Background: an optimization exercise with open tools, aiming at small area and a short achievable clock period. Do not read the settings as production practice. At most, simulation tests tie the RTL to the original design; equivalence was not proved. The RTL of runs 2 to 4 was laid out without a check of its function. Power and IR drop assume default switching activity.

<file path="config.mk">
export PLATFORM = sky130hd
export DESIGN_NAME = mips_ex
export DESIGN_NICKNAME = mips_ex
export VERILOG_FILES = /design/flow/design.v
export SDC_FILE = /design/flow/constraint.sdc
export NUM_CORES = 4
export LEC_CHECK = 0
export CAP_MARGIN = 20
export CORE_MARGIN = 2
export CORE_UTILIZATION = 40
export SLEW_MARGIN = 20
</file>
<file path="constraint.sdc">
create_clock -name core_clock -period 7.0 [get_ports {clk}]
set_input_delay 1.4000 -clock core_clock [delete_from_list [all_inputs] [get_ports {clk}]]
set_output_delay 1.4000 -clock core_clock [all_outputs]
set_load 0.01 [all_outputs]
</file>
<file path="design.v">
module dffr # (
    parameter DW = 1
) (
    input  wire          clk,
    input  wire          rst_n,
    input  wire [DW-1:0] d_i,
    output reg  [DW-1:0] q_o
);
always @(posedge clk) begin
    if (~rst_n)
        q_o <= {DW{1'b0}};
    else
        q_o <= d_i;
end
endmodule  
module mips_ex_alu_rglr (
    input wire [32-1:0] alu_rs,
    input wire [32-1:0] alu_rt,
    input wire [32-1:0] alu_imm,
    input wire [32-1:0] alu_pc_incr,
    input wire [0+2-1+1+1-1+1+1-1+1+1-1+1+1-1+1+1-1+1+1-1+1+1-1+1+1-1+1+1-1+1+1-1+1+1-1+1+1-1+1+1-1+1+1-1+1+1-1+1+1-1+1-1:0] alu_info,
    output wire [32-1:0] alu_req_alu_op1,
    output wire [32-1:0] alu_req_alu_op2,
    output wire alu_req_alu_add,
    output wire alu_req_alu_addu,
    output wire alu_req_alu_sub,
    output wire alu_req_alu_subu,
    output wire alu_req_alu_and,
    output wire alu_req_alu_or,
    output wire alu_req_alu_xor,
    output wire alu_req_alu_nor,
    output wire alu_req_alu_sll,
    output wire alu_req_alu_srl,
    output wire alu_req_alu_sra,
    output wire alu_req_alu_slt,
    output wire alu_req_alu_sltu,
    output wire alu_req_alu_lui
);
wire op2imm = alu_info [0+2-1+1+1-1+1+1-1+1+1-1+1+1-1+1+1-1+1+1-1+1+1-1+1+1-1+1+1-1+1+1-1+1+1-1+1+1-1+1+1-1+1+1-1+1+1-1:0+2-1+1+1-1+1+1-1+1+1-1+1+1-1+1+1-1+1+1-1+1+1-1+1+1-1+1+1-1+1+1-1+1+1-1+1+1-1+1+1-1+1+1-1+1];
wire op1pc  = alu_info [0+2-1+1+1-1+1+1-1+1+1-1+1+1-1+1+1-1+1+1-1+1+1-1+1+1-1+1+1-1+1+1-1+1+1-1+1+1-1+1+1-1+1+1-1+1+1-1+1+1-1:0+2-1+1+1-1+1+1-1+1+1-1+1+1-1+1+1-1+1+1-1+1+1-1+1+1-1+1+1-1+1+1-1+1+1-1+1+1-1+1+1-1+1+1-1+1+1-1+1];
assign alu_req_alu_op1 = op1pc ? alu_pc_incr : alu_rs;
assign alu_req_alu_op2 = op2imm ? alu_imm : alu_rt;
assign alu_req_alu_add  = alu_info [0+2-1+1+1-1:0+2-1+1];
assign alu_req_alu_addu = alu_info [0+2-1+1+1-1+1+1-1:0+2-1+1+1-1+1];
assign alu_req_alu_sub  = alu_info [0+2-1+1+1-1+1+1-1+1+1-1:0+2-1+1+1-1+1+1-1+1];
assign alu_req_alu_subu = alu_info [0+2-1+1+1-1+1+1-1+1+1-1+1+1-1:0+2-1+1+1-1+1+1-1+1+1-1+1];
assign alu_req_alu_and  = alu_info [0+2-1+1+1-1+1+1-1+1+1-1+1+1-1+1+1-1:0+2-1+1+1-1+1+1-1+1+1-1+1+1-1+1];
assign alu_req_alu_or   = alu_info [0+2-1+1+1-1+1+1-1+1+1-1+1+1-1+1+1-1+1+1-1:0+2-1+1+1-1+1+1-1+1+1-1+1+1-1+1+1-1+1];
assign alu_req_alu_xor  = alu_info [0+2-1+1+1-1+1+1-1+1+1-1+1+1-1+1+1-1+1+1-1+1+1-1:0+2-1+1+1-1+1+1-1+1+1-1+1+1-1+1+1-1+1+1-1+1];
assign alu_req_alu_nor  = alu_info [0+2-1+1+1-1+1+1-1+1+1-1+1+1-1+1+1-1+1+1-1+1+1-1+1+1-1:0+2-1+1+1-1+1+1-1+1+1-1+1+1-1+1+1-1+1+1-1+1+1-1+1];
assign alu_req_alu_sll  = alu_info [0+2-1+1+1-1+1+1-1+1+1-1+1+1-1+1+1-1+1+1-1+1+1-1+1+1-1+1+1-1:0+2-1+1+1-1+1+1-1+1+1-1+1+1-1+1+1-1+1+1-1+1+1-1+1+1-1+1];
assign alu_req_alu_srl  = alu_info [0+2-1+1+1-1+1+1-1+1+1-1+1+1-1+1+1-1+1+1-1+1+1-1+1+1-1+1+1-1+1+1-1:0+2-1+1+1-1+1+1-1+1+1-1+1+1-1+1+1-1+1+1-1+1+1-1+1+1-1+1+1-1+1];
assign alu_req_alu_sra  = alu_info [0+2-1+1+1-1+1+1-1+1+1-1+1+1-1+1+1-1+1+1-1+1+1-1+1+1-1+1+1-1+1+1-1+1+1-1:0+2-1+1+1-1+1+1-1+1+1-1+1+1-1+1+1-1+1+1-1+1+1-1+1+1-1+1+1-1+1+1-1+1];
assign alu_req_alu_slt  = alu_info [0+2-1+1+1-1+1+1-1+1+1-1+1+1-1+1+1-1+1+1-1+1+1-1+1+1-1+1+1-1+1+1-1+1+1-1+1+1-1:0+2-1+1+1-1+1+1-1+1+1-1+1+1-1+1+1-1+1+1-1+1+1-1+1+1-1+1+1-1+1+1-1+1+1-1+1];
assign alu_req_alu_sltu = alu_info [0+2-1+1+1-1+1+1-1+1+1-1+1+1-1+1+1-1+1+1-1+1+1-1+1+1-1+1+1-1+1+1-1+1+1-1+1+1-1+1+1-1:0+2-1+1+1-1+1+1-1+1+1-1+1+1-1+1+1-1+1+1-1+1+1-1+1+1-1+1+1-1+1+1-1+1+1-1+1+1-1+1];
assign alu_req_alu_lui  = alu_info [0+2-1+1+1-1+1+1-1+1+1-1+1+1-1+1+1-1+1+1-1+1+1-1+1+1-1+1+1-1+1+1-1+1+1-1+1+1-1+1+1-1+1+1-1:0+2-1+1+1-1+1+1-1+1+1-1+1+1-1+1+1-1+1+1-1+1+1-1+1+1-1+1+1-1+1+1-1+1+1-1+1+1-1+1+1-1+1];
endmodule   
module mips_ex_alu_agu (
    input wire [32-1:0] agu_rs,
    input wire [32-1:0] agu_rt,
    input wire [32-1:0] agu_imm,
    input wire [0+2-1+1+1-1+1+1-1+1+1-1+1+1-1+1+1-1+1+1-1+1+1-1+1+1-1+1+1-1+1+1-1+1+1-1+1+1-1+1+1-1+1+1-1+1+1-1+1+1-1+1-1:0] agu_info,
    output wire [32-1:0] agu_req_alu_op1,
    output wire [32-1:0] agu_req_alu_op2,
    output wire agu_req_alu_add,
    output wire agu_mem_read,
    output wire agu_mem_write,
    output wire [32-1:0] agu_mem_wdat
);
wire       agu_load  = agu_info [0+2-1+1+1-1:0+2-1+1];
wire       agu_store = agu_info [0+2-1+1+1-1+1+1-1:0+2-1+1+1-1+1];
wire [1:0] agu_size  = agu_info [0+2-1+1+1-1+1+1-1+1+2-1:0+2-1+1+1-1+1+1-1+1];
wire       agu_usign = agu_info [0+2-1+1+1-1+1+1-1+1+2-1+1+1-1:0+2-1+1+1-1+1+1-1+1+2-1+1];
assign agu_req_alu_op1 = agu_rs;
assign agu_req_alu_op2 = agu_imm;
assign agu_req_alu_add = agu_load | agu_store;
assign agu_mem_read    = agu_load;
assign agu_mem_write   = agu_store;
assign agu_mem_wdat    = agu_rt;
endmodule   
module mips_ex_alu_bjp (
    input wire [32-1:0] bjp_rs,
    input wire [32-1:0] bjp_rt,
    input wire [32-1:0] bjp_imm,
    input wire [32-1:0] bjp_pc_incr,
    input wire [0+2-1+1+1-1+1+1-1+1+1-1+1+1-1+1+1-1+1+1-1+1+1-1+1+1-1+1+1-1+1+1-1+1+1-1+1+1-1+1+1-1+1+1-1+1+1-1+1+1-1+1-1:0] bjp_info,
    output wire [32-1:0] bjp_req_alu_op1,
    output wire [32-1:0] bjp_req_alu_op2,
    output wire bjp_req_alu_cmp_gez,
    output wire bjp_req_alu_cmp_ltz,
    output wire bjp_req_alu_cmp_eq,
    output wire bjp_req_alu_cmp_ne,
    output wire bjp_req_alu_cmp_lez,
    output wire bjp_req_alu_cmp_gtz,
    output wire bjp_req_alu_add
);
assign bjp_req_alu_op1 = bjp_rs;
assign bjp_req_alu_op2 = bjp_rt;
wire bjp_bgez = bjp_info [0+2-1+1+1-1+1+1-1:0+2-1+1+1-1+1];
wire bjp_bltz = bjp_info [0+2-1+1+1-1+1+1-1+1+1-1:0+2-1+1+1-1+1+1-1+1];
wire bjp_beq  = bjp_info [0+2-1+1+1-1+1+1-1+1+1-1+1+1-1:0+2-1+1+1-1+1+1-1+1+1-1+1];
wire bjp_bne  = bjp_info [0+2-1+1+1-1+1+1-1+1+1-1+1+1-1+1+1-1:0+2-1+1+1-1+1+1-1+1+1-1+1+1-1+1];
wire bjp_blez = bjp_info [0+2-1+1+1-1+1+1-1+1+1-1+1+1-1+1+1-1+1+1-1:0+2-1+1+1-1+1+1-1+1+1-1+1+1-1+1+1-1+1];
wire bjp_bgtz = bjp_info [0+2-1+1+1-1+1+1-1+1+1-1+1+1-1+1+1-1+1+1-1+1+1-1:0+2-1+1+1-1+1+1-1+1+1-1+1+1-1+1+1-1+1+1-1+1];
assign bjp_req_alu_cmp_gez = bjp_bgez;
assign bjp_req_alu_cmp_ltz = bjp_bltz;
assign bjp_req_alu_cmp_eq  = bjp_beq;
assign bjp_req_alu_cmp_ne  = bjp_bne;
assign bjp_req_alu_cmp_lez = bjp_blez;
assign bjp_req_alu_cmp_gtz = bjp_bgtz;
assign bjp_req_alu_add = bjp_beq | bjp_bne;
endmodule   
module mips_ex_alu_dpath (
    input wire alu_req_alu,
    input wire [32-1:0] alu_req_alu_op1,
    input wire [32-1:0] alu_req_alu_op2,
    input wire alu_req_alu_add,
    input wire alu_req_alu_addu,
    input wire alu_req_alu_sub,
    input wire alu_req_alu_subu,
    input wire alu_req_alu_and,
    input wire alu_req_alu_or,
    input wire alu_req_alu_xor,
    input wire alu_req_alu_nor,
    input wire alu_req_alu_sll,
    input wire alu_req_alu_srl,
    input wire alu_req_alu_sra,
    input wire alu_req_alu_slt,
    input wire alu_req_alu_sltu,
    input wire alu_req_alu_lui,
    output wire [32-1:0] alu_req_alu_res,
    input wire agu_req_alu,
    input wire [32-1:0] agu_req_alu_op1,
    input wire [32-1:0] agu_req_alu_op2,
    input wire agu_req_alu_add,
    output wire [32-1:0] agu_req_alu_res,
    output wire agu_req_alu_mem_read_res,
    output wire agu_req_alu_mem_write_res,
    output wire [32-1:0] agu_req_alu_mem_addr_res,
    output wire [32-1:0] agu_req_alu_mem_wdata_res,
    input wire bjp_req_alu,
    input wire [32-1:0] bjp_req_alu_op1,
    input wire [32-1:0] bjp_req_alu_op2,
    input wire bjp_req_alu_cmp_gez,
    input wire bjp_req_alu_cmp_ltz,
    input wire bjp_req_alu_cmp_eq,
    input wire bjp_req_alu_cmp_ne,
    input wire bjp_req_alu_cmp_lez,
    input wire bjp_req_alu_cmp_gtz,
    input wire bjp_req_alu_add,
    output wire [32-1:0] bjp_req_alu_add_res,
    output wire bjp_req_alu_cmp_res
);
wire [32-1:0] mux_op1;
wire [32-1:0] mux_op2;
wire [32-1:0] misc_op1 = mux_op1;
wire [32-1:0] misc_op2 = mux_op2;
wire op_add;
wire op_addu;
wire op_sub;
wire op_subu;
wire op_addsub = op_add | op_addu | op_sub | op_subu;
wire op_and;
wire op_or;
wire op_xor;
wire op_nor;
wire op_sll;
wire op_srl;
wire op_sra;
wire op_shift = op_sll | op_srl | op_sra;
wire op_slt;
wire op_sltu;
wire op_slttu = op_slt | op_sltu;
wire op_lui;
wire op_cmp_gez;
wire op_cmp_ltz;
wire op_cmp_eq;
wire op_cmp_ne;
wire op_cmp_lez;
wire op_cmp_gtz;
wire op_usign = op_addu | op_subu | op_sltu;
wire [32+1-32-1:0] misc_op1_sign_ext = 
    {32+1-32{~op_usign & misc_op1[32-1]}};
wire [32+1-32-1:0] misc_op2_sign_ext = 
    {32+1-32{~op_usign & misc_op2[32-1]}};
wire [32+1-1:0] adder_op1 = {misc_op1_sign_ext, misc_op1};
wire [32+1-1:0] adder_op2 = {misc_op2_sign_ext, misc_op2};
wire adder_cin;
wire [32+1-1:0] adder_in1;
wire [32+1-1:0] adder_in2;
wire [32+1-1:0] adder_res;
wire adder_add = op_add | op_addu;
wire adder_sub = op_sub | op_subu | op_slt | op_sltu;
wire adder_addsub = adder_add | adder_sub;
assign adder_in1 = {32+1{1'b1}} & adder_op1;
assign adder_in2 = {32+1{1'b1}} & (adder_sub ? ~adder_op2 : adder_op2);
assign adder_cin = adder_sub;
assign adder_res = adder_in1 + adder_in2 + adder_cin;
wire [32-1:0] xorer_in1; 
wire [32-1:0] xorer_in2; 
wire [32-1:0] xorer_res; 
wire op_xorer = op_xor | op_cmp_eq | op_cmp_ne;
assign xorer_in1 = {32{op_xorer}} & misc_op1;
assign xorer_in2 = {32{op_xorer}} & misc_op2;
assign xorer_res = xorer_in1 ^ xorer_in2;
wire [32-1:0] ander_res = misc_op1 & misc_op2;
wire [32-1:0] orer_res  = misc_op1 | misc_op2;
wire [32-1:0] norer_res = ~(misc_op1 | misc_op2);
wire [32-1:0] shifter_op1 = alu_req_alu_op1;
wire [32-1:0] shifter_op2 = alu_req_alu_op2;
wire [32-1:0] shifter_op1_rev;
wire [32-1:0] shifter_in1;
wire [4:0] shifter_in2;
wire [32-1:0] shifter_res;
wire [32-1:0] sll_res;
wire [32-1:0] srl_res;
wire [32-1:0] sra_res;
genvar i;
generate
    for (i=0; i<32; i=i+1) 
        assign shifter_op1_rev[i] = shifter_op1[32-1-i];
endgenerate
assign shifter_in1 = {32{op_shift}} & 
    (op_srl | op_sra) ? shifter_op1_rev : 
    shifter_op1;
assign shifter_in2 = {5{op_shift}} & shifter_op2;
assign shifter_res = shifter_in1 << shifter_in2;
assign sll_res = shifter_res;
generate
    for (i=0; i<32; i=i+1)
        assign srl_res[i] = shifter_res[32-1-i];
endgenerate
wire [32-1:0] eff_mask = {32{1'b1}} >> shifter_in2;
assign sra_res = 
    srl_res & eff_mask | 
    {32{shifter_op1[32-1]}} & ~eff_mask;
wire slt_cmp_lt = op_slttu & adder_res[32+1-1];
wire [32-1:0] slttu_res = slt_cmp_lt ? 32'b1 : 32'b0;
wire [32-1:0] mover_res = misc_op2;
wire cmp_res;
wire cmp_neq = |xorer_res;
wire rs_neqz = |bjp_req_alu_op1;
wire rs_eqz = ~rs_neqz;
wire rs_gez = ~bjp_req_alu_op1[32-1];
wire rs_ltz = bjp_req_alu_op1[32-1];
wire cmp_res_gez = op_cmp_gez & rs_gez;
wire cmp_res_ltz = op_cmp_ltz & rs_ltz;
wire cmp_res_eq  = op_cmp_eq  & ~cmp_neq;
wire cmp_res_ne  = op_cmp_ne  & cmp_neq;
wire cmp_res_lez = op_cmp_lez & (rs_ltz | rs_eqz);
wire cmp_res_gtz = op_cmp_gtz & (rs_neqz & rs_gez);
assign cmp_res = cmp_res_gez | cmp_res_ltz | cmp_res_eq | cmp_res_ne | cmp_res_lez | cmp_res_gtz;
wire [32-1:0] alu_dpath_res = 
    {32 {op_addsub}} & adder_res | 
    {32 {   op_and}} & ander_res | 
    {32 {    op_or}} & orer_res | 
    {32 {   op_xor}} & xorer_res | 
    {32 {   op_nor}} & norer_res | 
    {32 {   op_sll}} & sll_res | 
    {32 {   op_srl}} & srl_res | 
    {32 {   op_sra}} & sra_res | 
    {32 {op_slttu}} & slttu_res | 
    {32 {   op_lui}} & mover_res;
assign mux_op1 = 
    {32 {alu_req_alu}} & alu_req_alu_op1 | 
    {32 {agu_req_alu}} & agu_req_alu_op1 | 
    {32 {bjp_req_alu}} & bjp_req_alu_op1; 
assign mux_op2 = 
    {32 {alu_req_alu}} & alu_req_alu_op2 | 
    {32 {agu_req_alu}} & agu_req_alu_op2 | 
    {32 {bjp_req_alu}} & bjp_req_alu_op2; 
assign op_add  = 
    alu_req_alu & alu_req_alu_add | 
    agu_req_alu & agu_req_alu_add |
    bjp_req_alu & bjp_req_alu_add;
assign op_addu = alu_req_alu & alu_req_alu_addu;
assign op_sub  = alu_req_alu & alu_req_alu_sub;
assign op_subu = alu_req_alu & alu_req_alu_subu;
assign op_and  = alu_req_alu & alu_req_alu_and;
assign op_or   = alu_req_alu & alu_req_alu_or;
assign op_xor  = alu_req_alu & alu_req_alu_xor;
assign op_nor  = alu_req_alu & alu_req_alu_nor;
assign op_sll  = alu_req_alu & alu_req_alu_sll;
assign op_srl  = alu_req_alu & alu_req_alu_srl;
assign op_sra  = alu_req_alu & alu_req_alu_sra;
assign op_slt  = alu_req_alu & alu_req_alu_slt;
assign op_sltu = alu_req_alu & alu_req_alu_sltu;
assign op_lui  = alu_req_alu & alu_req_alu_lui;
assign op_cmp_gez = bjp_req_alu & bjp_req_alu_cmp_gez;
assign op_cmp_ltz = bjp_req_alu & bjp_req_alu_cmp_ltz;
assign op_cmp_eq  = bjp_req_alu & bjp_req_alu_cmp_eq;
assign op_cmp_ne  = bjp_req_alu & bjp_req_alu_cmp_ne;
assign op_cmp_lez = bjp_req_alu & bjp_req_alu_cmp_lez;
assign op_cmp_gtz = bjp_req_alu & bjp_req_alu_cmp_gtz;
assign alu_req_alu_res = alu_dpath_res;
assign agu_req_alu_res = alu_dpath_res;
assign bjp_req_alu_add_res = alu_dpath_res;
assign bjp_req_alu_cmp_res = cmp_res;
endmodule   
module mips_ex_alu (
    input wire [32-1:0] id2ex_rs,
    input wire [32-1:0] id2ex_rt,
    input wire [32-1:0] id2ex_imm,
    input wire [32-1:0] id2ex_pc_incr,
    input wire [0+2-1+1+1-1+1+1-1+1+1-1+1+1-1+1+1-1+1+1-1+1+1-1+1+1-1+1+1-1+1+1-1+1+1-1+1+1-1+1+1-1+1+1-1+1+1-1+1+1-1+1-1:0] id2ex_dec_info,
    input wire [5-1:0] id2ex_rd_idx,
    input wire id2ex_rd_wen,
    output wire ex2mem_mem_read,
    output wire ex2mem_mem_write,
    output wire [32-1:0] ex2mem_mem_addr,
    output wire [32-1:0] ex2mem_mem_wdat,
    output wire [5-1:0] ex2mem_rd_idx,
    output wire [ 32-1:0] ex2mem_rd_wdat,
    output wire ex2mem_rd_wen
);
wire alu_op = id2ex_dec_info[0+2-1:0] == 2'd0;
wire agu_op = id2ex_dec_info[0+2-1:0] == 2'd1;
wire bjp_op = id2ex_dec_info[0+2-1:0] == 2'd2;
wire [32-1:0] alu_rs      = {32 {alu_op}} & id2ex_rs;
wire [32-1:0] alu_rt      = {32 {alu_op}} & id2ex_rt;
wire [32-1:0] alu_imm     = {32 {alu_op}} & id2ex_imm;
wire [32-1:0] alu_pc_incr = {32 {alu_op}} & id2ex_pc_incr;
wire [0+2-1+1+1-1+1+1-1+1+1-1+1+1-1+1+1-1+1+1-1+1+1-1+1+1-1+1+1-1+1+1-1+1+1-1+1+1-1+1+1-1+1+1-1+1+1-1+1+1-1+1-1:0] alu_info = {0+2-1+1+1-1+1+1-1+1+1-1+1+1-1+1+1-1+1+1-1+1+1-1+1+1-1+1+1-1+1+1-1+1+1-1+1+1-1+1+1-1+1+1-1+1+1-1+1+1-1+1 {alu_op}} & id2ex_dec_info;
wire [32-1:0] alu_req_alu_op1;
wire [32-1:0] alu_req_alu_op2;
wire alu_req_alu_add;
wire alu_req_alu_addu;
wire alu_req_alu_sub;
wire alu_req_alu_subu;
wire alu_req_alu_and;
wire alu_req_alu_or;
wire alu_req_alu_xor;
wire alu_req_alu_nor;
wire alu_req_alu_sll;
wire alu_req_alu_srl;
wire alu_req_alu_sra;
wire alu_req_alu_slt;
wire alu_req_alu_sltu;
wire alu_req_alu_lui;
mips_ex_alu_rglr mips_ex_alu_rglr_inst (
    .alu_rs      (alu_rs),
    .alu_rt      (alu_rt),
    .alu_imm     (alu_imm),
    .alu_pc_incr (alu_pc_incr),
    .alu_info    (alu_info),
    .alu_req_alu_op1 (alu_req_alu_op1),
    .alu_req_alu_op2 (alu_req_alu_op2),
    .alu_req_alu_add  (alu_req_alu_add),
    .alu_req_alu_addu (alu_req_alu_addu),
    .alu_req_alu_sub  (alu_req_alu_sub),
    .alu_req_alu_subu (alu_req_alu_subu),
    .alu_req_alu_and  (alu_req_alu_and),
    .alu_req_alu_or   (alu_req_alu_or),
    .alu_req_alu_xor  (alu_req_alu_xor),
    .alu_req_alu_nor  (alu_req_alu_nor),
    .alu_req_alu_sll  (alu_req_alu_sll),
    .alu_req_alu_srl  (alu_req_alu_srl),
    .alu_req_alu_sra  (alu_req_alu_sra),
    .alu_req_alu_slt  (alu_req_alu_slt),
    .alu_req_alu_sltu (alu_req_alu_sltu),
    .alu_req_alu_lui  (alu_req_alu_lui)
);
wire [32-1:0] agu_rs  = {32 {agu_op}} & id2ex_rs;
wire [32-1:0] agu_rt  = {32 {agu_op}} & id2ex_rt;
wire [32-1:0] agu_imm = {32 {agu_op}} & id2ex_imm;
wire [0+2-1+1+1-1+1+1-1+1+1-1+1+1-1+1+1-1+1+1-1+1+1-1+1+1-1+1+1-1+1+1-1+1+1-1+1+1-1+1+1-1+1+1-1+1+1-1+1+1-1+1-1:0] agu_info = {0+2-1+1+1-1+1+1-1+1+1-1+1+1-1+1+1-1+1+1-1+1+1-1+1+1-1+1+1-1+1+1-1+1+1-1+1+1-1+1+1-1+1+1-1+1+1-1+1+1-1+1 {agu_op}} & id2ex_dec_info;
wire [32-1:0] agu_req_alu_op1;
wire [32-1:0] agu_req_alu_op2;
wire agu_req_alu_add;
wire agu_mem_read;
wire agu_mem_write;
wire [32-1:0] agu_mem_wdat;
mips_ex_alu_agu mips_ex_alu_agu_inst (
    .agu_rs   (agu_rs),
    .agu_rt   (agu_rt),
    .agu_imm  (agu_imm),
    .agu_info (agu_info),
    .agu_req_alu_op1 (agu_req_alu_op1),
    .agu_req_alu_op2 (agu_req_alu_op2),
    .agu_req_alu_add  (agu_req_alu_add),
    .agu_mem_read     (agu_mem_read),
    .agu_mem_write    (agu_mem_write),
    .agu_mem_wdat     (agu_mem_wdat)
);
wire [32-1:0] bjp_rs      = {32 {bjp_op}} & id2ex_rs;
wire [32-1:0] bjp_rt      = {32 {bjp_op}} & id2ex_rt;
wire [32-1:0] bjp_imm     = {32 {bjp_op}} & id2ex_imm;
wire [32-1:0] bjp_pc_incr = {32 {bjp_op}} & id2ex_pc_incr;
wire [0+2-1+1+1-1+1+1-1+1+1-1+1+1-1+1+1-1+1+1-1+1+1-1+1+1-1+1+1-1+1+1-1+1+1-1+1+1-1+1+1-1+1+1-1+1+1-1+1+1-1+1-1:0] bjp_info = {0+2-1+1+1-1+1+1-1+1+1-1+1+1-1+1+1-1+1+1-1+1+1-1+1+1-1+1+1-1+1+1-1+1+1-1+1+1-1+1+1-1+1+1-1+1+1-1+1+1-1+1 {bjp_op}} & id2ex_dec_info;
wire [32-1:0] bjp_req_alu_op1;
wire [32-1:0] bjp_req_alu_op2;
wire bjp_req_alu_cmp_gez;
wire bjp_req_alu_cmp_ltz;
wire bjp_req_alu_cmp_eq;
wire bjp_req_alu_cmp_ne;
wire bjp_req_alu_cmp_lez;
wire bjp_req_alu_cmp_gtz;
wire bjp_req_alu_add;
mips_ex_alu_bjp mips_ex_alu_bjp_inst (
    .bjp_rs      (bjp_rs),
    .bjp_rt      (bjp_rt),
    .bjp_imm     (bjp_imm),
    .bjp_pc_incr (bjp_pc_incr),
    .bjp_info    (bjp_info),
    .bjp_req_alu_op1 (bjp_req_alu_op1),
    .bjp_req_alu_op2 (bjp_req_alu_op2),
    .bjp_req_alu_cmp_gez (bjp_req_alu_cmp_gez),
    .bjp_req_alu_cmp_ltz (bjp_req_alu_cmp_ltz),
    .bjp_req_alu_cmp_eq  (bjp_req_alu_cmp_eq),
    .bjp_req_alu_cmp_ne  (bjp_req_alu_cmp_ne),
    .bjp_req_alu_cmp_lez (bjp_req_alu_cmp_lez),
    .bjp_req_alu_cmp_gtz (bjp_req_alu_cmp_gtz),
    .bjp_req_alu_add     (bjp_req_alu_add)
);
wire alu_req_alu = alu_op & id2ex_rd_wen;
wire agu_req_alu = agu_op;
wire bjp_req_alu = bjp_op;
wire [32-1:0] alu_req_alu_res;
wire [32-1:0] agu_req_alu_res;
wire [32-1:0] bjp_req_alu_add_res;
wire bjp_req_alu_cmp_res;
mips_ex_alu_dpath mips_ex_alu_dpath_inst (
    .alu_req_alu         (alu_req_alu),
    .alu_req_alu_op1     (alu_req_alu_op1),
    .alu_req_alu_op2     (alu_req_alu_op2),
    .alu_req_alu_add     (alu_req_alu_add),
    .alu_req_alu_addu    (alu_req_alu_addu),
    .alu_req_alu_sub     (alu_req_alu_sub),
    .alu_req_alu_subu    (alu_req_alu_subu),
    .alu_req_alu_and     (alu_req_alu_and),
    .alu_req_alu_or      (alu_req_alu_or),
    .alu_req_alu_xor     (alu_req_alu_xor),
    .alu_req_alu_nor     (alu_req_alu_nor),
    .alu_req_alu_sll     (alu_req_alu_sll),
    .alu_req_alu_srl     (alu_req_alu_srl),
    .alu_req_alu_sra     (alu_req_alu_sra),
    .alu_req_alu_slt     (alu_req_alu_slt),
    .alu_req_alu_sltu    (alu_req_alu_sltu),
    .alu_req_alu_lui     (alu_req_alu_lui),
    .alu_req_alu_res     (alu_req_alu_res),
    .agu_req_alu         (agu_req_alu),
    .agu_req_alu_op1     (agu_req_alu_op1),
    .agu_req_alu_op2     (agu_req_alu_op2),
    .agu_req_alu_add     (agu_req_alu_add),
    .agu_req_alu_res     (agu_req_alu_res),
    .bjp_req_alu         (bjp_req_alu),
    .bjp_req_alu_op1     (bjp_req_alu_op1),
    .bjp_req_alu_op2     (bjp_req_alu_op2),
    .bjp_req_alu_cmp_gez (bjp_req_alu_cmp_gez),
    .bjp_req_alu_cmp_ltz (bjp_req_alu_cmp_ltz),
    .bjp_req_alu_cmp_eq  (bjp_req_alu_cmp_eq),
    .bjp_req_alu_cmp_ne  (bjp_req_alu_cmp_ne),
    .bjp_req_alu_cmp_lez (bjp_req_alu_cmp_lez),
    .bjp_req_alu_cmp_gtz (bjp_req_alu_cmp_gtz),
    .bjp_req_alu_add     (bjp_req_alu_add),
    .bjp_req_alu_add_res (bjp_req_alu_add_res),
    .bjp_req_alu_cmp_res (bjp_req_alu_cmp_res)
);
assign ex2mem_mem_read = agu_mem_read;
assign ex2mem_mem_write = agu_mem_write;
assign ex2mem_mem_addr = {32 {agu_op}} & agu_req_alu_res;
assign ex2mem_mem_wdat = agu_mem_wdat;
assign ex2mem_rd_idx = id2ex_rd_idx;
assign ex2mem_rd_wdat = 
    {32 {alu_op}} & alu_req_alu_res |
    {32 {bjp_op}} & bjp_req_alu_add_res;
assign ex2mem_rd_wen = id2ex_rd_wen;
endmodule
module mips_ex (
    input wire clk,
    input wire rst_n,
    input wire [32-1:0] id2ex_rs,
    input wire [32-1:0] id2ex_rt,
    input wire [32-1:0] id2ex_imm,
    input wire [32-1:0] id2ex_pc_incr,
    input wire [0+2-1+1+1-1+1+1-1+1+1-1+1+1-1+1+1-1+1+1-1+1+1-1+1+1-1+1+1-1+1+1-1+1+1-1+1+1-1+1+1-1+1+1-1+1+1-1+1+1-1+1-1:0] id2ex_dec_info,
    input wire [5-1:0] id2ex_rd_idx,
    input wire id2ex_rd_wen,
    output wire ex2mem_mem_read,
    output wire ex2mem_mem_write,
    output wire [32-1:0] ex2mem_mem_addr,
    output wire [32-1:0] ex2mem_mem_wdat,
    output wire [5-1:0] ex2mem_rd_idx,
    output wire [ 32-1:0] ex2mem_rd_wdat,
    output wire ex2mem_rd_wen
);
wire ex2mem_mem_read_nxt;
wire ex2mem_mem_write_nxt;
wire [32-1:0] ex2mem_mem_addr_nxt;
wire [32-1:0] ex2mem_mem_wdat_nxt;
wire [5-1:0] ex2mem_rd_idx_nxt;
wire [ 32-1:0] ex2mem_rd_wdat_nxt;
wire ex2mem_rd_wen_nxt;
wire ex2mem_mem_read_reg;
wire ex2mem_mem_write_reg;
wire [32-1:0] ex2mem_mem_addr_reg;
wire [32-1:0] ex2mem_mem_wdat_reg;
wire [5-1:0] ex2mem_rd_idx_reg;
wire [ 32-1:0] ex2mem_rd_wdat_reg;
wire ex2mem_rd_wen_reg;
mips_ex_alu mips_ex_alu_inst (
    .id2ex_rs       (id2ex_rs),
    .id2ex_rt       (id2ex_rt),
    .id2ex_imm      (id2ex_imm),
    .id2ex_pc_incr  (id2ex_pc_incr),
    .id2ex_dec_info (id2ex_dec_info),
    .id2ex_rd_idx   (id2ex_rd_idx),
    .id2ex_rd_wen   (id2ex_rd_wen),
    .ex2mem_mem_read  (ex2mem_mem_read_nxt),
    .ex2mem_mem_write (ex2mem_mem_write_nxt),
    .ex2mem_mem_addr  (ex2mem_mem_addr_nxt),
    .ex2mem_mem_wdat  (ex2mem_mem_wdat_nxt),
    .ex2mem_rd_idx    (ex2mem_rd_idx_nxt),
    .ex2mem_rd_wdat   (ex2mem_rd_wdat_nxt),
    .ex2mem_rd_wen    (ex2mem_rd_wen_nxt)
);
dffr dffr_mem_read (
    .clk   (clk), 
    .rst_n (rst_n), 
    .d_i   (ex2mem_mem_read_nxt), 
    .q_o   (ex2mem_mem_read_reg)
);
dffr dffr_mem_write (
    .clk   (clk), 
    .rst_n (rst_n),
    .d_i   (ex2mem_mem_write_nxt),
    .q_o   (ex2mem_mem_write_reg)
);
dffr #(32 ) dffr_mem_addr (
    .clk   (clk), 
    .rst_n (rst_n), 
    .d_i   (ex2mem_mem_addr_nxt), 
    .q_o   (ex2mem_mem_addr_reg)
);
dffr #(32 ) dffr_mem_wdat (
    .clk   (clk), 
    .rst_n (rst_n), 
    .d_i   (ex2mem_mem_wdat_nxt), 
    .q_o   (ex2mem_mem_wdat_reg)
);
dffr #(5 ) dffr_rd_idx (
    .clk   (clk), 
    .rst_n (rst_n), 
    .d_i   (ex2mem_rd_idx_nxt), 
    .q_o   (ex2mem_rd_idx_reg)
);
dffr #(32 ) dffr_rd_wdat (
    .clk   (clk), 
    .rst_n (rst_n), 
    .d_i   (ex2mem_rd_wdat_nxt), 
    .q_o   (ex2mem_rd_wdat_reg)
);
dffr dffr_rd_wen (
    .clk   (clk), 
    .rst_n (rst_n), 
    .d_i   (ex2mem_rd_wen_nxt), 
    .q_o   (ex2mem_rd_wen_reg)
);
assign ex2mem_mem_read  = ex2mem_mem_read_reg;
assign ex2mem_mem_write = ex2mem_mem_write_reg;
assign ex2mem_mem_addr  = ex2mem_mem_addr_reg;
assign ex2mem_mem_wdat  = ex2mem_mem_wdat_reg;
assign ex2mem_rd_idx    = ex2mem_rd_idx_reg;
assign ex2mem_rd_wdat   = ex2mem_rd_wdat_reg;
assign ex2mem_rd_wen    = ex2mem_rd_wen_reg;
endmodule  
</file>
<file path="run.sh">
#!/bin/bash
# synth_recipe.tcl (not shown) runs the flow's synth.tcl, then flattens the netlist and writes it again
# the make line also repeats each setting of config.mk as NAME=value (left out here)
make -C /OpenROAD-flow-scripts/flow DESIGN_CONFIG=/design/flow/config.mk WORK_HOME=/design/flow/orfs CLKGATE_MAP_FILE= SYNTH_SCRIPT=/design/flow/synth_recipe.tcl finish
</file>
==> results of run 1 <==
-- layout make-up --
cell class | count | area (um2)
clock buffers | 9 | 225.2
clock inverters | 7 | 91.34
inverters | 20 | 75.07
multi-input cells | 1285 | 8433
flip-flops and latches | 104 | 2082
fillers | 2620 | 12720
repair buffers | 309 | 2970
well taps | 341 | 426.7
-- metal layers --
layer | part of all wire [%] | track usage (%) | vias up
met3 | 10 | 8.233 | 180
met2 | 44 | 62.88 | 933
met1 | 39 | 48.88 | 6540
met4 | 6.9 | 24.41 | 0
li1 | - | - | 6211
met5 | 0 | 0 | -
-- cell usage in the layout, fill, tap and decap left out, types with 12 or more instances in the layout --
| master | instances |
|---|---|
| ha_1 | 31 |
| a31oi_1 | 15 |
| a21oi_1 | 144 |
| mux2_2 | 13 |
| nand2_1 | 132 |
| nor2_1 | 117 |
| a211oi_1 | 75 |
| a22o_1 | 42 |
| xor2_1 | 29 |
| and2_1 | 93 |
| clkdlybuf4s50_1 | 256 |
| nand3_1 | 24 |
| o21ai_0 | 75 |
| a21o_1 | 19 |
| mux2i_1 | 57 |
| o211ai_1 | 25 |
| xnor2_1 | 27 |
| o31ai_1 | 12 |
| nor3_1 | 82 |
| and3_1 | 13 |
| inv_1 | 20 |
| nor4_1 | 25 |
| a22oi_1 | 23 |
| buf_4 | 51 |
| dfxtp_1 | 104 |
-- power by group through the flow --
stage / combinational, mW / clock (mW) / sequential [mW]
floorplan: 0.612 / 0 / 0.666
finish: 1.14 / 0.554 / 0.635
detailed placement: 1.11 / 0 / 0.649
global placement: 1.11 / 0 / 0.648
CTS: 1.11 / 0.553 / 0.635
global route: 1.21 / 0.573 / 0.638
-- metrics by stage --
stage               util, %  hold slack (ns)
floorplan                 -            1.522
global placement      51.75            1.994
detailed placement    51.75            1.986
CTS                   52.93            1.597
global route          52.93            1.603
finish                52.93            1.599
-- worst max-delay path, stage by stage --
cell and delay [ns]:
clkdlybuf4s50_1 0.58, nor2b_1 0.24, or3_1 0.48, and2_1 0.37, buf_4 0.23, a22o_1 0.23, ha_1 0.35, a21o_1 0.21
a221oi_1 0.45, o21ai_1 0.21, a22o_1 0.30, a21oi_1 0.19, buf_4 0.17, o211ai_1 0.11, xor2_1 0.16, a2111oi_0 0.58
buf_4 0.21, a21oi_1 0.05
-- state kept, by name, summed over array words and instances (netlist names) --
signal and flops:
dffr_mem_addr.q_o 32, dffr_mem_read.q_o 1, dffr_mem_wdat.q_o 32, dffr_mem_write.q_o 1, dffr_rd_idx.q_o 5, dffr_rd_wdat.q_o 32, dffr_rd_wen.q_o 1
-- cells by family after synthesis --
family                     Yosys count  synth area share (%)
DFF                                104                 18.83
adders and majority gates           43                 4.684
xor gates and xnor gates            56                 4.435
AOI/OAI and AO/OA                  565                 35.33
and+or+nand+nor                    550                 24.77
buffers and inverters              132                 5.272
muxes                               71                 6.686
-- final timing paths --
path | start | endpoint | slack [ns] | cells past startpoint
max | id2ex_rd_wen | dffr_mem_addr.q_o[26] | 0.68 | 18
min | id2ex_rd_idx[0] | dffr_rd_idx.q_o[0] | 1.60 | 2
==> results.toml, run 1 <==
[cts]
cts_sinks = 104
cts_hold_buf = 0
cts_setup_buffers = 0
cts_buffer_depth = 2
clkTransAtPathRegs_ns = 0.09
root_buffer = "clkbuf_16"
cts-resized-gates = 0
cts_made_buffers = 9
cts_max_level = 3
cts_tree = "yes"

[power_and_ir_drop]
clkPwrFrac_pct = 23.7
power_mw = 2.333
p_leak_nw = 5.487
power_frac_comb_pct = 49.0
power_density_nw_per_um2 = 163.1
p_switching_mw = 1.002
internal-power_mw = 1.330
p_seq_share_pct = 27.2
ir_drop_uv = 126.8
sw_frac_of_total_pct = 42.97

[timing]
rsz0062_at_grt = "false"
hold_viol = 0
setup_tns_ns = 0
worst-slew-pin-transition_ns = 1.118
postLayoutSetupSlackWorst_ns = 0.6838
final-max-slew-violation-count = 0
fmax_ghz = 0.1583
maxSlewHeadroom_pct = 25.47
setup_viol_count_final = 0
period_needed_ns = 6.316
fin_crit_sh_pct = 90.23

[route]
vias = 13860
drc = 0
detail_route.wl_per_cell_um = 27.92
drt.antenna.violating_nets = 0
drt_pass1_iterations = 6
drt_iter0_drc = 1541
vias_per_cell = 6.681
drt_wl_total_um = 57930

[synth]
syn_area_um2 = 11060
avgSynthCellArea_um2 = 7.271
syn_inst = 1521
syn_nets = 1707
synth_edf_count = 0
synth-seq-cells = 104
synthTopCellsByArea = "dfxtp_1 19%, a21oi_1 6.6%, and2_1 5.3%, mux2i_1 5.2%, a211oi_1 5.1%"
ys_warn_count = 3
yosysMostFrequentCell = "a21oi_1"
yosysUniqueCellTypes = 89
synth_top_area_share_pct = 18.83
synth-seq-area-share_pct = 18.83
synth_area_leader_cell = "dfxtp_1"
synth_commonest_cells = "145 x a21oi_1, 132 x nand2_1, 117 x nor2_1"
synth-async-reset-ratio_pct = 0
synth_ff_type = "dfxtp_1"

[status]
outcome = "finished clean"

[global_routing]
antenna_found_initial = 0
grt_max_degree = 55
grt_pass1_wl_um = 84900
grt-ovfl-total = 0
grt_pass1_vias = 13470
track_usage_pct = 39.54

[worst_setup_path]
worstSetupPathType = "in2reg"
cp_max_fo = 13
worstSetupStartpointType = "input pin"
worst_ep_arrival_time_ns = 6.54
cp.required_ns = 7.22
endpoint_kind = "flip-flop"

[placed_design]
place.gp.congestion = 1.035
post_dp_cell_area_um2 = 13990
port_buffers = 257
post-place-cells = 2059
hpwlAfterDp_um = 47190
pre_cts_slack_ns = 0.4233

[die]
die_w_um = 170.3
die_h_um = 170.3
dieArea_um2 = 29000
start_util_pct = 40.92
ios = 258
core_um2 = 27030
num_rows = 60

[cells_and_area]
num-nets-final = 1915
drive_gt1_share_pct = 6.747
syn_to_final_growth_pct = 29.34
diodes = 0
final_cell_area_um2 = 14300
layoutNonFillerInstCount = 2075

[flow_run]
drv_cap = 0

[hold_path]
hold_class = "in2reg"
==> run 2: changes to the inputs <==
==> design.v (replaced) <==
module mips_ex (
    input wire clk,
    input wire rst_n,
    input wire [32-1:0] id2ex_rs,
    input wire [32-1:0] id2ex_rt,
    input wire [32-1:0] id2ex_imm,
    input wire [32-1:0] id2ex_pc_incr,
    input wire [0+2-1+1+1-1+1+1-1+1+1-1+1+1-1+1+1-1+1+1-1+1+1-1+1+1-1+1+1-1+1+1-1+1+1-1+1+1-1+1+1-1+1+1-1+1+1-1+1+1-1+1-1:0] id2ex_dec_info,
    input wire [5-1:0] id2ex_rd_idx,
    input wire id2ex_rd_wen,
    output wire ex2mem_mem_read,
    output wire ex2mem_mem_write,
    output wire [32-1:0] ex2mem_mem_addr,
    output wire [32-1:0] ex2mem_mem_wdat,
    output wire [5-1:0] ex2mem_rd_idx,
    output wire [ 32-1:0] ex2mem_rd_wdat,
    output wire ex2mem_rd_wen
);
wire [17:0] di = id2ex_dec_info;
wire alu = di[1:0] == 2'd0;
wire agu = di[1:0] == 2'd1;
wire bjp = di[1:0] == 2'd2;
wire op_add  = di[2] | di[3] | di[4] | di[5];
wire op_sub  = di[4] | di[5] | di[13] | di[14];
wire op_and  = di[6];
wire op_or   = di[7];
wire op_xor  = di[8];
wire op_nor  = di[9];
wire op_sll  = di[10];
wire op_srl  = di[11];
wire op_sra  = di[12];
wire op_slt  = di[13];
wire op_sltu = di[14];
wire op_lui  = di[15];
wire op_any  = |di[15:2];
wire [31:0] a = (alu & di[17]) ? id2ex_pc_incr : id2ex_rs;
wire [31:0] b = (agu | alu & di[16]) ? id2ex_imm : id2ex_rt;
wire        sub = alu & op_sub;
wire [31:0] sum;
wire        cout;
assign {cout, sum} = {1'b0, a} + {1'b0, b ^ {32{sub}}} + {32'd0, sub};
wire ltu = ~cout;
wire lts = (a[31] ^ b[31]) ? a[31] : sum[31];
wire lt  = op_slt ? lts : ltu;
wire [4:0]  sh = b[4:0];
wire [31:0] a_rev;
genvar i;
generate
    for (i = 0; i < 32; i = i + 1) begin : g_rev_in
        assign a_rev[i] = a[31-i];
    end
endgenerate
wire [31:0] sx   = op_sll ? a_rev : a;
wire        fill = op_sra & a[31];
wire [31:0] sr   = $signed({fill, sx}) >>> sh;
wire [31:0] sl;
generate
    for (i = 0; i < 32; i = i + 1) begin : g_rev_out
        assign sl[i] = sr[31-i];
    end
endgenerate
wire sel_sum = ~alu | op_add;
wire sel_and = alu & op_and;
wire sel_or  = alu & op_or;
wire sel_xor = alu & op_xor;
wire sel_nor = alu & op_nor;
wire sel_sl  = alu & op_sll;
wire sel_sr  = alu & (op_srl | op_sra);
wire sel_lt  = alu & (op_slt | op_sltu);
wire sel_lui = alu & op_lui;
wire [31:0] res =
    {32{sel_sum}} & sum |
    {32{sel_and}} & (a & b) |
    {32{sel_or }} & (a | b) |
    {32{sel_xor}} & (a ^ b) |
    {32{sel_nor}} & ~(a | b) |
    {32{sel_sl }} & sl |
    {32{sel_sr }} & sr |
    {32{sel_lui}} & b |
    {31'd0, sel_lt & lt};
wire addr_v = agu & (di[2] | di[3]);
wire rd_v   = alu & id2ex_rd_wen & op_any | bjp & (di[5] | di[6]);
reg [31:0] res_q;
reg [31:0] rt_q;
reg        addr_v_q, wdat_v_q, rd_v_q;
reg        mem_read_q, mem_write_q, rd_wen_q;
reg [4:0]  rd_idx_q;
always @(posedge clk) begin
    res_q <= res;
    rt_q  <= id2ex_rt;
end
always @(posedge clk) begin
    if (~rst_n) begin
        addr_v_q    <= 1'b0;
        wdat_v_q    <= 1'b0;
        rd_v_q      <= 1'b0;
        mem_read_q  <= 1'b0;
        mem_write_q <= 1'b0;
        rd_wen_q    <= 1'b0;
        rd_idx_q    <= 5'd0;
    end else begin
        addr_v_q    <= addr_v;
        wdat_v_q    <= agu;
        rd_v_q      <= rd_v;
        mem_read_q  <= agu & di[2];
        mem_write_q <= agu & di[3];
        rd_wen_q    <= id2ex_rd_wen;
        rd_idx_q    <= id2ex_rd_idx;
    end
end
assign ex2mem_mem_read  = mem_read_q;
assign ex2mem_mem_write = mem_write_q;
assign ex2mem_mem_addr  = res_q & {32{addr_v_q}};
assign ex2mem_mem_wdat  = rt_q & {32{wdat_v_q}};
assign ex2mem_rd_idx    = rd_idx_q;
assign ex2mem_rd_wdat   = res_q & {32{rd_v_q}};
assign ex2mem_rd_wen    = rd_wen_q;
endmodule  
==> run 2 against run 1 <==
Against the previous run: design area up 3.0%; largest cell class unchanged; clock-buffer cell count unchanged; critical path type unchanged; combinational power up 28%; worst setup slack better by 0.39 ns; flip-flop and latch count down 29; total power up 8.1%; via count down 6.8%; die area up 2.9%; non-clock buffer count up 7; wire length down 13%; first-iteration DRC count up 2.3%.
==> results.toml, run 2 <==
[route]
vias = 12930
drt.antenna.violating_nets = 0
vias_per_cell = 6.191
drt_wl_total_um = 50480
drt_iter0_drc = 1577
drc = 0
detail_route.wl_per_cell_um = 24.18
drt_pass1_iterations = 6

[die]
core_um2 = 27930
start_util_pct = 40.76
die_h_um = 172.7
dieArea_um2 = 29830
num_rows = 61
ios = 258
die_w_um = 172.7

[worst_setup_path]
path_cells = "clkdlybuf4s50_1 > o21ba_2 > buf_4 > mux2i_1 > xnor2_1 > ha_1 > nand3_1 > or3_1 > o221a_2 > or2_2 > o211a_1 > o31a_1 > xor2_1 > nor2_1 > or4_1"
cp_max_fo = 14
worstSetupStartpointType = "input pin"
crit_path_start = "id2ex_dec_info[1]"
worstSetupPathType = "in2reg"
cp_slowest_cell = "clkdlybuf4s50_1"
endpoint_kind = "flip-flop"
cp.required_ns = 7.26
worst_ep_arrival_time_ns = 6.18
crit_path_max_incr_delay_ns = 0.61

[cts]
clkTransAtPathRegs_ns = 0.09
cts_setup_buffers = 0
root_buffer = "clkbuf_16"
cts_made_buffers = 9
cts_buffer_depth = 2
cts_tree = "yes"
cts-resized-gates = 0
cts_max_level = 3
cts_hold_buf = 0
cts_sinks = 75

[timing]
hold_viol = 0
period_needed_ns = 5.927
fmax_ghz = 0.1687
setup_viol_count_final = 0
final-max-slew-violation-count = 0
setup_tns_ns = 0
rsz0062_at_grt = "false"
fin_crit_sh_pct = 84.67
worst-slew-pin-transition_ns = 1.051
maxSlewHeadroom_pct = 29.79

[synth]
synthAdderAreaFrac_pct = 11.49
synth-async-reset-ratio_pct = 0
syn_area_um2 = 11390
syn_nets = 1740
synth_xor_area_share_pct = 4.538
synth_edf_count = 0
synthTopCellsByArea = "dfxtp_1 13%, mux2i_1 12%, ha_1 11%, and2_1 6.0%, a21oi_1 4.9%"
synth_top_area_share_pct = 13.19
yosysUniqueCellTypes = 79
synth_ff_type = "dfxtp_1"
synth_compound_area_share_pct = 25.55
syn_inst = 1482
synth_area_leader_cell = "dfxtp_1"
yosysMostFrequentCell = "mux2i_1"
synth_commonest_cells = "132 x mux2i_1, 125 x nand2_1, 111 x a21oi_1"
avgSynthCellArea_um2 = 7.684
ys_warn_count = 1
synth-seq-cells = 75
synth_top_family_by_area = "compound AO/OA/AOI/OAI gates"
synth_mux_area_share_pct = 18.47
synth-seq-area-share_pct = 13.19
synth-simple-area-share_pct = 20.20

[flow_run]
drv_cap = 0

[power_and_ir_drop]
internal-power_mw = 1.370
p_leak_nw = 6.273
sw_frac_of_total_pct = 45.65
clkPwrFrac_pct = 20.3
p_seq_share_pct = 21.9
ir_drop_uv = 120.4
power_mw = 2.521
p_switching_mw = 1.151
power_frac_comb_pct = 57.8
power_density_nw_per_um2 = 171.1

[hold_path]
hp-start = "id2ex_rt[8]"
min_to = "rt_q[8]"
whs_path_depth = 1
hold_class = "in2reg"

[placed_design]
place.gp.congestion = 0.9904
hpwlAfterDp_um = 39240
post_dp_cell_area_um2 = 14430
port_buffers = 257

[global_routing]
grt-ovfl-total = 0
antenna_found_initial = 1
grt_pass1_wl_um = 75780
grt_pass1_vias = 12190
grt_max_degree = 44
track_usage_pct = 32.58

[cells_and_area]
top_regs = "res_q x32, rt_q x32, rd_idx_q x5"
final_cell_area_um2 = 14740
layout_commonest_cell = "clkdlybuf4s50_1"
num-nets-final = 1962
layout_common_cells = "257 x clkdlybuf4s50_1, 132 x mux2i_1, 125 x nand2_1"
drive_gt1_share_pct = 7.899
syn_to_final_growth_pct = 29.41

[status]
outcome = "finished clean"
run 2: worst max-delay path, delay by kind of cell:
| family | cells | cell delay, ns |
|---|---|---|
| AO/OA/AOI/OAI | 4 | 1.24 |
| multiplexers | 1 | 0.46 |
| buffers and inverters | 2 | 0.96 |
| adder cells (fa/ha/maj) | 1 | 0.35 |
| AND/OR/NAND/NOR | 5 | 1.44 |
| XOR/XNOR | 2 | 0.32 |
run 2: how the worst max path moves through the flow:
stage           endpoint  slack (ns)  cells past startpoint
6_report       res_q[21]        1.07                     15
5_1_grt        res_q[30]        0.77                     18
4_1_cts        res_q[21]        1.18                     15
3_5_place_dp   res_q[21]        0.79                     15
3_3_place_gp   res_q[21]        0.91                     15
2_1_floorplan  res_q[21]        0.85                     18
run 2: kinds of logic (layout without fill, tap and decap cells):
kind of cell | count (synthesis) | in the layout
AOI/OAI and AO/OA | 422 | 422
DFF | 75 | 75
other | 0 | 1
buffers and inverters | 178 | 405
adders and majority gates | 104 | 104
muxes | 180 | 180
xor gates and xnor gates | 59 | 59
and+or+nand+nor | 464 | 464
run 2: cell type report:
| class | count | area, um2 |
|---|---|---|
| Antenna cell | 1 | 2.502 |
| Clock buffer | 9 | 225.2 |
| Clock inverter | 7 | 76.32 |
| Fill cell | 2805 | 13200 |
| Inverter | 73 | 276.5 |
| Multi-Input combinational cell | 1229 | 9153 |
| Sequential cell | 75 | 1503 |
| Tap cell | 378 | 473.0 |
| Timing Repair Buffer | 316 | 3028 |
run 2: per-layer routing:
metal	vias up	track usage [%]	part of all wire, %	routed length, um
met3	140	5.695	9.1	4589
met1	6044	44.25	43	21510
met4	0	12.61	4.3	2178
met5	-	0	0	0
met2	833	51.41	44	22210
li1	5910	-	-	-
run 2: power groups by stage:
stage	combinational [mW]	clock (mW)	sequential [mW]
after global routing	1.55	0.536	0.557
after floorplan	0.880	0	0.530
after global placement	1.40	0	0.559
after CTS	1.41	0.523	0.551
after detailed placement	1.41	0	0.561
final	1.46	0.513	0.551
run 2: through the flow:
step / util [%] / setup slack [ns] / hold WS, ns / instances
floorplan: - / 0.8453 / 1.428 / 1482
global placement: 51.66 / 0.9062 / 1.878 / 2071
detailed placement: 51.67 / 0.7879 / 1.880 / 2071
CTS: 52.75 / 1.183 / 1.480 / 2087
global route: 52.75 / 0.7691 / 1.499 / 2087
finish: 52.75 / 1.073 / 1.486 / 2088
==> run 3: changes to the inputs <==
--- a/config.mk
+++ b/config.mk
@@ -5,6 +5,7 @@
 export SDC_FILE = /design/flow/constraint.sdc
 export NUM_CORES = 4
 export LEC_CHECK = 0
+export ABC_AREA = 1
 export CAP_MARGIN = 20
 export CORE_MARGIN = 2
 export CORE_UTILIZATION = 40
==> run 3 against run 2 <==
Against the previous run: non-clock buffer count shrank 35; critical path depth grew 1; largest cell class unchanged; clock power shrank 3.9%; worst setup slack gained 0.57 ns; synthesized cell count grew 25%; utilization shrank 0.29 points.
==> results.toml, run 3 <==
[status]
outcome = "finished clean"

[synth]
synth-seq-area-share_pct = 14.08
syn_inst = 1857
yosysUniqueCellTypes = 45
syn_nets = 2115
yosysMostFrequentCell = "nand2_1"
avgSynthCellArea_um2 = 5.742
ys_warn_count = 1
synth_commonest_cells = "522 x nand2_1, 331 x nand3_1, 288 x inv_1"
synth_area_leader_cell = "nand2_1"
synth_ff_type = "dfxtp_1"
synth-async-reset-ratio_pct = 0
synth_edf_count = 0
synth_top_area_share_pct = 18.38
synthTopCellsByArea = "nand2_1 18%, nand3_1 16%, dfxtp_1 14%, ha_1 12%, inv_1 10%"
syn_area_um2 = 10660
synth-seq-cells = 75

[timing]
setup_viol_count_final = 0
worst-slew-pin-transition_ns = 1.052
fin_crit_sh_pct = 76.48
maxSlewHeadroom_pct = 29.69
rsz0062_at_grt = "false"
final-max-slew-violation-count = 0
setup_tns_ns = 0
fmax_ghz = 0.1868
postLayoutSetupSlackWorst_ns = 1.646
period_needed_ns = 5.354
hold_viol = 0
fin_hold_ws_ns = 1.503

[hold_path]
hp-start = "id2ex_rt[23]"
min_to = "rt_q[23]"
whs_path_depth = 1
hold_class = "in2reg"

[flow_run]
drv_cap = 0

[placed_design]
port_buffers = 257
pre_cts_slack_ns = 1.374
hpwlAfterDp_um = 40140
place.gp.congestion = 1.098

[global_routing]
grt_max_degree = 40
grt_pass1_wl_um = 73020
grt-ovfl-total = 0
antenna_found_initial = 0
gr-usage-met3_pct = 7.303
track_usage_pct = 34.16
met2_usage_pct = 53.29
grt_pass1_vias = 12080
grt_util_met1_pct = 47.61
grt_busiest_layer = "met2"

[power_and_ir_drop]
power_mw = 2.382
clkPwrFrac_pct = 20.7
p_switching_mw = 1.126
ir_drop_uv = 124.8
p_leak_nw = 7.152
internal-power_mw = 1.256
p_seq_share_pct = 23.2
power_density_nw_per_um2 = 173.8
sw_frac_of_total_pct = 47.25
power_frac_comb_pct = 56.1

[cells_and_area]
layout_commonest_cell = "nand2_1"
layout_common_cells = "522 x nand2_1, 331 x nand3_1, 288 x inv_1"
drive_gt1_share_pct = 4.746
diodes = 0
syn_to_final_growth_pct = 28.57
num-nets-final = 2318
top_regs = "res_q x32, rt_q x32, rd_idx_q x5"
nFillCells = 2749
utilization_pct = 52.46

[route]
drt.antenna.violating_nets = 0
drt_pass1_iterations = 26
drt_iter0_drc = 1598
detail_route.wl_per_cell_um = 20.59
vias = 13390
vias_per_cell = 5.578
drt_wl_total_um = 49410
drc = 0

[cts]
root_buffer = "clkbuf_16"
cts_max_level = 3
clkTransAtPathRegs_ns = 0.07
cts_sinks = 75
cts_buffer_depth = 2
cts-resized-gates = 0
cts_tree = "yes"
cts_made_buffers = 9
cts_setup_buffers = 0
cts_hold_buf = 0

[worst_setup_path]
worstSetupPathType = "in2reg"
worst_ep_arrival_time_ns = 5.56
worstSetupStartpointType = "input pin"
cp_max_fo = 37
cp.required_ns = 7.21
endpoint_kind = "flip-flop"

[die]
die_w_um = 167.3
start_util_pct = 40.80
die_h_um = 167.3
dieArea_um2 = 27980
num_rows = 59
core_um2 = 26130
ios = 258
run 3: cell types whose count changed after synthesis, sizes merged, moves of 26 or more:
cell | previous run | this run
a21oi | 111 | 60
clkbuf | 66 | 40
o21ai | 65 | 103
and2 | 112 | 0
inv | 71 | 293
nand4 | 10 | 37
nor2 | 110 | 73
mux2i | 137 | 0
nand2 | 125 | 546
nand3 | 24 | 342
run 3: kinds of logic after synthesis:
| logic type | Yosys count | synth area share [%] |
|---|---|---|
| AO/OA/AOI/OAI | 236 | 13.47 |
| XOR/XNOR | 32 | 2.629 |
| adder cells (fa/ha/maj) | 104 | 12.27 |
| buffers and inverters | 382 | 14.52 |
| flip-flops | 75 | 14.08 |
| AND/OR/NAND/NOR | 1028 | 43.03 |
run 3: final cells by class:
class                           count  area [um2]  area share (%)
Multi-Input combinational cell   1400        7635           55.69
Timing Repair Buffer              281        2753           20.08
Sequential cell                    75        1503           10.96
Inverter                          293        1100           8.022
Tap cell                          335       419.2           3.057
Clock buffer                       10       229.0           1.670
Clock inverter                      6       71.32          0.5202
run 3: through the flow:
stage               std cells  area [um2]
finish                   2400       13710
global placement         2384       13410
CTS                      2400       13710
global route             2400       13710
floorplan                1857       10660
detailed placement       2384       13410
run 3: power groups by stage:
stage / registers, mW / clock network, mW / logic (mW)
2_1_floorplan: 0.534 / 0 / 0.797
3_3_place_gp: 0.560 / 0 / 1.29
3_5_place_dp: 0.563 / 0 / 1.29
4_1_cts: 0.554 / 0.501 / 1.30
5_1_grt: 0.559 / 0.518 / 1.45
6_report: 0.552 / 0.493 / 1.34
run 3: critical path, cell delays in order:
cell and delay (ns):
clkdlybuf4s50_1 0.53, o21ai_4 0.72, buf_4 0.34, o21ai_0 0.26
xnor2_1 0.43, ha_1 0.39, nand2_1 0.16, inv_1 0.05
a21oi_1 0.23, nand2_1 0.08, a21oi_1 0.19, nand3_1 0.10
nand3_1 0.16, nand4_1 0.11, nor2_1 0.23, nand4_1 0.15
run 3: worst max path at each step:
stage / depth (start not counted) / slack (ns) / end / start
global placement: 15 / 1.38 / res_q[30] / id2ex_dec_info[0]
global route: 22 / 1.28 / res_q[30] / id2ex_dec_info[0]
finish: 16 / 1.65 / res_q[30] / id2ex_dec_info[0]
detailed placement: 17 / 1.37 / res_q[24] / id2ex_dec_info[0]
floorplan: 14 / 2.87 / res_q[25] / id2ex_dec_info[4]
CTS: 19 / 1.72 / res_q[30] / id2ex_dec_info[0]
run 3: routing by layer:
layer / share of wire, % / vias to the layer above / routed length [um]
li1: - / 6455 / -
met1: 42 / 6067 / 20960
met2: 43 / 797 / 21180
met3: 12 / 69 / 5836
met4: 2.9 / 0 / 1435
met5: 0 / - / 0
==> run 4: changes to the inputs <==
--- a/design.v
+++ b/design.v
@@ -36,15 +36,36 @@
 wire [31:0] a = (alu & di[17]) ? id2ex_pc_incr : id2ex_rs;
 wire [31:0] b = (agu | alu & di[16]) ? id2ex_imm : id2ex_rt;
 wire        sub = alu & op_sub;
-wire [31:0] sum;
-wire        cout;
-assign {cout, sum} = {1'b0, a} + {1'b0, b ^ {32{sub}}} + {32'd0, sub};
+wire [31:0] bb  = b ^ {32{sub}};
+wire [31:0] p   = a ^ bb;
+wire [31:0] g   = a & bb;
+wire [32*6-1:0] gk;
+wire [32*6-1:0] pk;
+assign gk[31:0] = {g[31:1], g[0] | p[0] & sub};
+assign pk[31:0] = p;
+genvar i, l;
+generate
+    for (l = 0; l < 5; l = l + 1) begin : g_lvl
+        for (i = 0; i < 32; i = i + 1) begin : g_bit
+            if ((i >> l) & 1) begin : g_op
+                localparam integer J = ((i >> l) << l) - 1;
+                assign gk[32*(l+1)+i] = gk[32*l+i] | pk[32*l+i] & gk[32*l+J];
+                assign pk[32*(l+1)+i] = pk[32*l+i] & pk[32*l+J];
+            end else begin : g_pass
+                assign gk[32*(l+1)+i] = gk[32*l+i];
+                assign pk[32*(l+1)+i] = pk[32*l+i];
+            end
+        end
+    end
+endgenerate
+wire [32:0] c   = {gk[32*5+31:32*5], sub};
+wire [31:0] sum = p ^ c[31:0];
+wire        cout = c[32];
 wire ltu = ~cout;
 wire lts = (a[31] ^ b[31]) ? a[31] : sum[31];
 wire lt  = op_slt ? lts : ltu;
 wire [4:0]  sh = b[4:0];
 wire [31:0] a_rev;
-genvar i;
 generate
     for (i = 0; i < 32; i = i + 1) begin : g_rev_in
         assign a_rev[i] = a[31-i];
@@ -70,10 +91,10 @@
 wire sel_lui = alu & op_lui;
 wire [31:0] res =
     {32{sel_sum}} & sum |
-    {32{sel_and}} & (a & b) |
-    {32{sel_or }} & (a | b) |
-    {32{sel_xor}} & (a ^ b) |
-    {32{sel_nor}} & ~(a | b) |
+    {32{sel_and}} & g |
+    {32{sel_or }} & (p | g) |
+    {32{sel_xor}} & p |
+    {32{sel_nor}} & ~(p | g) |
     {32{sel_sl }} & sl |
     {32{sel_sr }} & sr |
     {32{sel_lui}} & b |
==> flow/run.sh (new file) <==
#!/bin/bash
# Own layout flow: the standard flow (standard.sh), with the input and
# output ports buffered by the small sky130_fd_sc_hd__buf_1 instead of the
# delay buffer buffer_ports picks by default. Each step's output goes to a
# log of its own in the work folder.
set -euo pipefail
export BUFFER_PORTS_ARGS="-buffer_cell sky130_fd_sc_hd__buf_1"
bash standard.sh synth > synth.log 2>&1
bash standard.sh floorplan > floorplan.log 2>&1
bash standard.sh place > place.log 2>&1
bash standard.sh cts > cts.log 2>&1
bash standard.sh route > route.log 2>&1
bash standard.sh finish > finish.log 2>&1
==> standard.sh (new file) <==
#!/bin/bash
# synth_recipe.tcl (not shown) runs the flow's synth.tcl, then flattens the netlist and writes it again
# the make line also repeats each setting of config.mk as NAME=value (left out here)
make -C /OpenROAD-flow-scripts/flow DESIGN_CONFIG=/design/flow/config.mk WORK_HOME=/design/flow/orfs CLKGATE_MAP_FILE= SYNTH_SCRIPT=/design/flow/synth_recipe.tcl "${@:-finish}"
--- a/config.mk
+++ b/config.mk
@@ -5,7 +5,6 @@
 export SDC_FILE = /design/flow/constraint.sdc
 export NUM_CORES = 4
 export LEC_CHECK = 0
-export ABC_AREA = 1
 export CAP_MARGIN = 20
 export CORE_MARGIN = 2
 export CORE_UTILIZATION = 40
removed: run.sh
==> run 4 against run 3 <==
Against the previous run: maximum frequency is 8.2% lower; non-clock buffer count rose by 19; worst hold slack lost 0.35 ns; critical path depth is the same; sequential power about the same; critical endpoint is now res_q[17].
==> results.toml, run 4 <==
[die]
core_um2 = 26130
die_w_um = 167.3
dieArea_um2 = 27980
die_h_um = 167.3
ios = 258
num_rows = 59
start_util_pct = 40.80

[route]
vias = 12310
drc = 0
drt_iter0_drc = 1754
drt_pass1_iterations = 24
drt.antenna.violating_nets = 0
vias_per_cell = 6.445
detail_route.wl_per_cell_um = 25.77
drt_wl_total_um = 49220

[synth]
syn_inst = 1356
synth_top_area_share_pct = 14.08
syn_nets = 1579
synth-seq-area-share_pct = 14.08
yosysUniqueCellTypes = 80
synthTopCellsByArea = "dfxtp_1 14%, mux2i_1 10%, ha_1 7.5%, mux4_2 6.5%, and2_1 6.4%"
yosysMostFrequentCell = "nand2_1"
synth-seq-cells = 75
syn_area_um2 = 10660
ys_warn_count = 1
synth_edf_count = 0
avgSynthCellArea_um2 = 7.862
synth_ff_type = "dfxtp_1"
synth_commonest_cells = "124 x nand2_1, 109 x and2_1, 109 x mux2i_1"
synth_area_leader_cell = "dfxtp_1"
synth-async-reset-ratio_pct = 0

[cts]
cts_sinks = 75
cts_tree = "yes"
cts-resized-gates = 0
cts_made_buffers = 9
cts_hold_buf = 0
cts_setup_buffers = 0
cts_max_level = 3
root_buffer = "clkbuf_16"
cts_buffer_depth = 2
clkTransAtPathRegs_ns = 0.08

[power_and_ir_drop]
power_mw = 2.408
sw_frac_of_total_pct = 47.17
p_switching_mw = 1.136
clkPwrFrac_pct = 21.7
internal-power_mw = 1.272
p_leak_nw = 4.957
power_density_nw_per_um2 = 196.1
p_seq_share_pct = 22.8
ir_drop_uv = 127.8
power_frac_comb_pct = 55.5

[worst_setup_path]
worstSetupPathType = "in2reg"
cp_slowest_cell = "fa_1"
worst_ep_arrival_time_ns = 6.05
worstSetupStartpointType = "input pin"
path_cells = "buf_1 > o21ba_4 > buf_4 > mux2i_1 > xnor2_1 > ha_1 > a21oi_1 > nor3b_1 > a211o_1 > o21ai_0 > fa_1 > nor3b_1 > a211oi_1 > o21ai_0 > a221oi_1 > o211ai_1"
cp_top_family = "compound AO/OA/AOI/OAI gates"
cp.required_ns = 7.22
crit_path_max_incr_delay_ns = 0.51
path_buf_inv = 2
endpoint_kind = "flip-flop"
cp_max_fo = 26

[cells_and_area]
final_cell_area_um2 = 12280
top_regs = "res_q x32, rt_q x32, rd_idx_q x5"
num-nets-final = 1793
ff_latch_area_um2 = 1501
nFillCells = 2685
layout_commonest_cell = "buf_1"
syn_to_final_growth_pct = 15.15
layout_common_cells = "256 x buf_1, 124 x nand2_1, 109 x and2_1"
diodes = 0
multiInputGateArea_um2 = 8471
drive_gt1_share_pct = 8.762
layoutNonFillerInstCount = 1910

[global_routing]
grt_max_degree = 52
grt-ovfl-total = 0
grt_pass1_wl_um = 72530
antenna_found_initial = 1
grt_pass1_vias = 11440
track_usage_pct = 34.27

[timing]
fin_crit_sh_pct = 83.31
hold_viol = 0
final-max-slew-violation-count = 0
setup_viol_count_final = 0
rsz0062_at_grt = "false"
fmax_ghz = 0.1715
maxSlewHeadroom_pct = 22.99
period_needed_ns = 5.832
setup_tns_ns = 0
fin_hold_ws_ns = 1.157
worst-slew-pin-transition_ns = 1.123

[status]
outcome = "finished clean"

[hold_path]
hold_class = "in2reg"

[placed_design]
hpwlAfterDp_um = 38820
post-place-cells = 1894
place.gp.congestion = 1.010
port_buffers = 257
post_dp_cell_area_um2 = 11970

[flow_run]
drv_cap = 0
[run 4: layout make-up]
type,count,area share [%]
Multi-Input combinational cell,1111,69.00
Sequential cell,75,12.23
Timing Repair Buffer,300,10.60
Tap cell,335,3.414
Inverter,73,2.232
Clock buffer,9,1.834
Clock inverter,7,0.6930
[run 4: power groups by stage]
stage          sequential (mW)  clock (mW)  combinational (mW)
2_1_floorplan            0.531           0               0.854
3_3_place_gp             0.556           0                1.27
3_5_place_dp             0.560           0                1.27
4_1_cts                  0.550       0.523                1.28
5_1_grt                  0.559       0.543                1.41
6_report                 0.549       0.522                1.34
[run 4: through the flow]
stage	utilization (%)	setup WS, ns
after floorplan	-	1.155
after global placement	45.77	0.5253
after detailed placement	45.79	0.9056
after CTS	46.98	1.273
after global routing	46.98	0.9155
final	46.98	1.168
[run 4: path summary, 6_finish.rpt]
path	from	to	slack, ns	cells past startpoint
setup / recovery	id2ex_dec_info[0]	res_q[17]	1.17	16
hold / removal	id2ex_rt[26]	rt_q[26]	1.16	1
[run 4: logic make-up after synthesis]
group	Yosys count	share of synthesized area [%]
flip-flops	75	14.08
multiplexers	172	21.57
adder cells (fa/ha/maj)	69	8.450
XOR/XNOR	49	4.025
AO/OA/AOI/OAI	378	24.34
buffers and inverters	170	6.947
AND/OR/NAND/NOR	443	20.58
[run 4: routing by layer]
metal | wire length [um] | GRT usage (%) | part of all wire [%] | vias to the layer above
met5 | 0 | 0 | 0 | -
met4 | 3351 | 19.92 | 6.8 | 0
met3 | 6115 | 7.421 | 12 | 173
met2 | 20420 | 50.89 | 41 | 976
met1 | 19330 | 45.84 | 39 | 5711
li1 | - | - | - | 5450

Check on run 4: ideal ports give 1.168 ns setup slack; a clkbuf_16 on the clock port and buf_2 on the inputs give 1.186 ns; moving port delays by the midpoint clock arrival (0.404 ns) as well gives 0.782 ns.
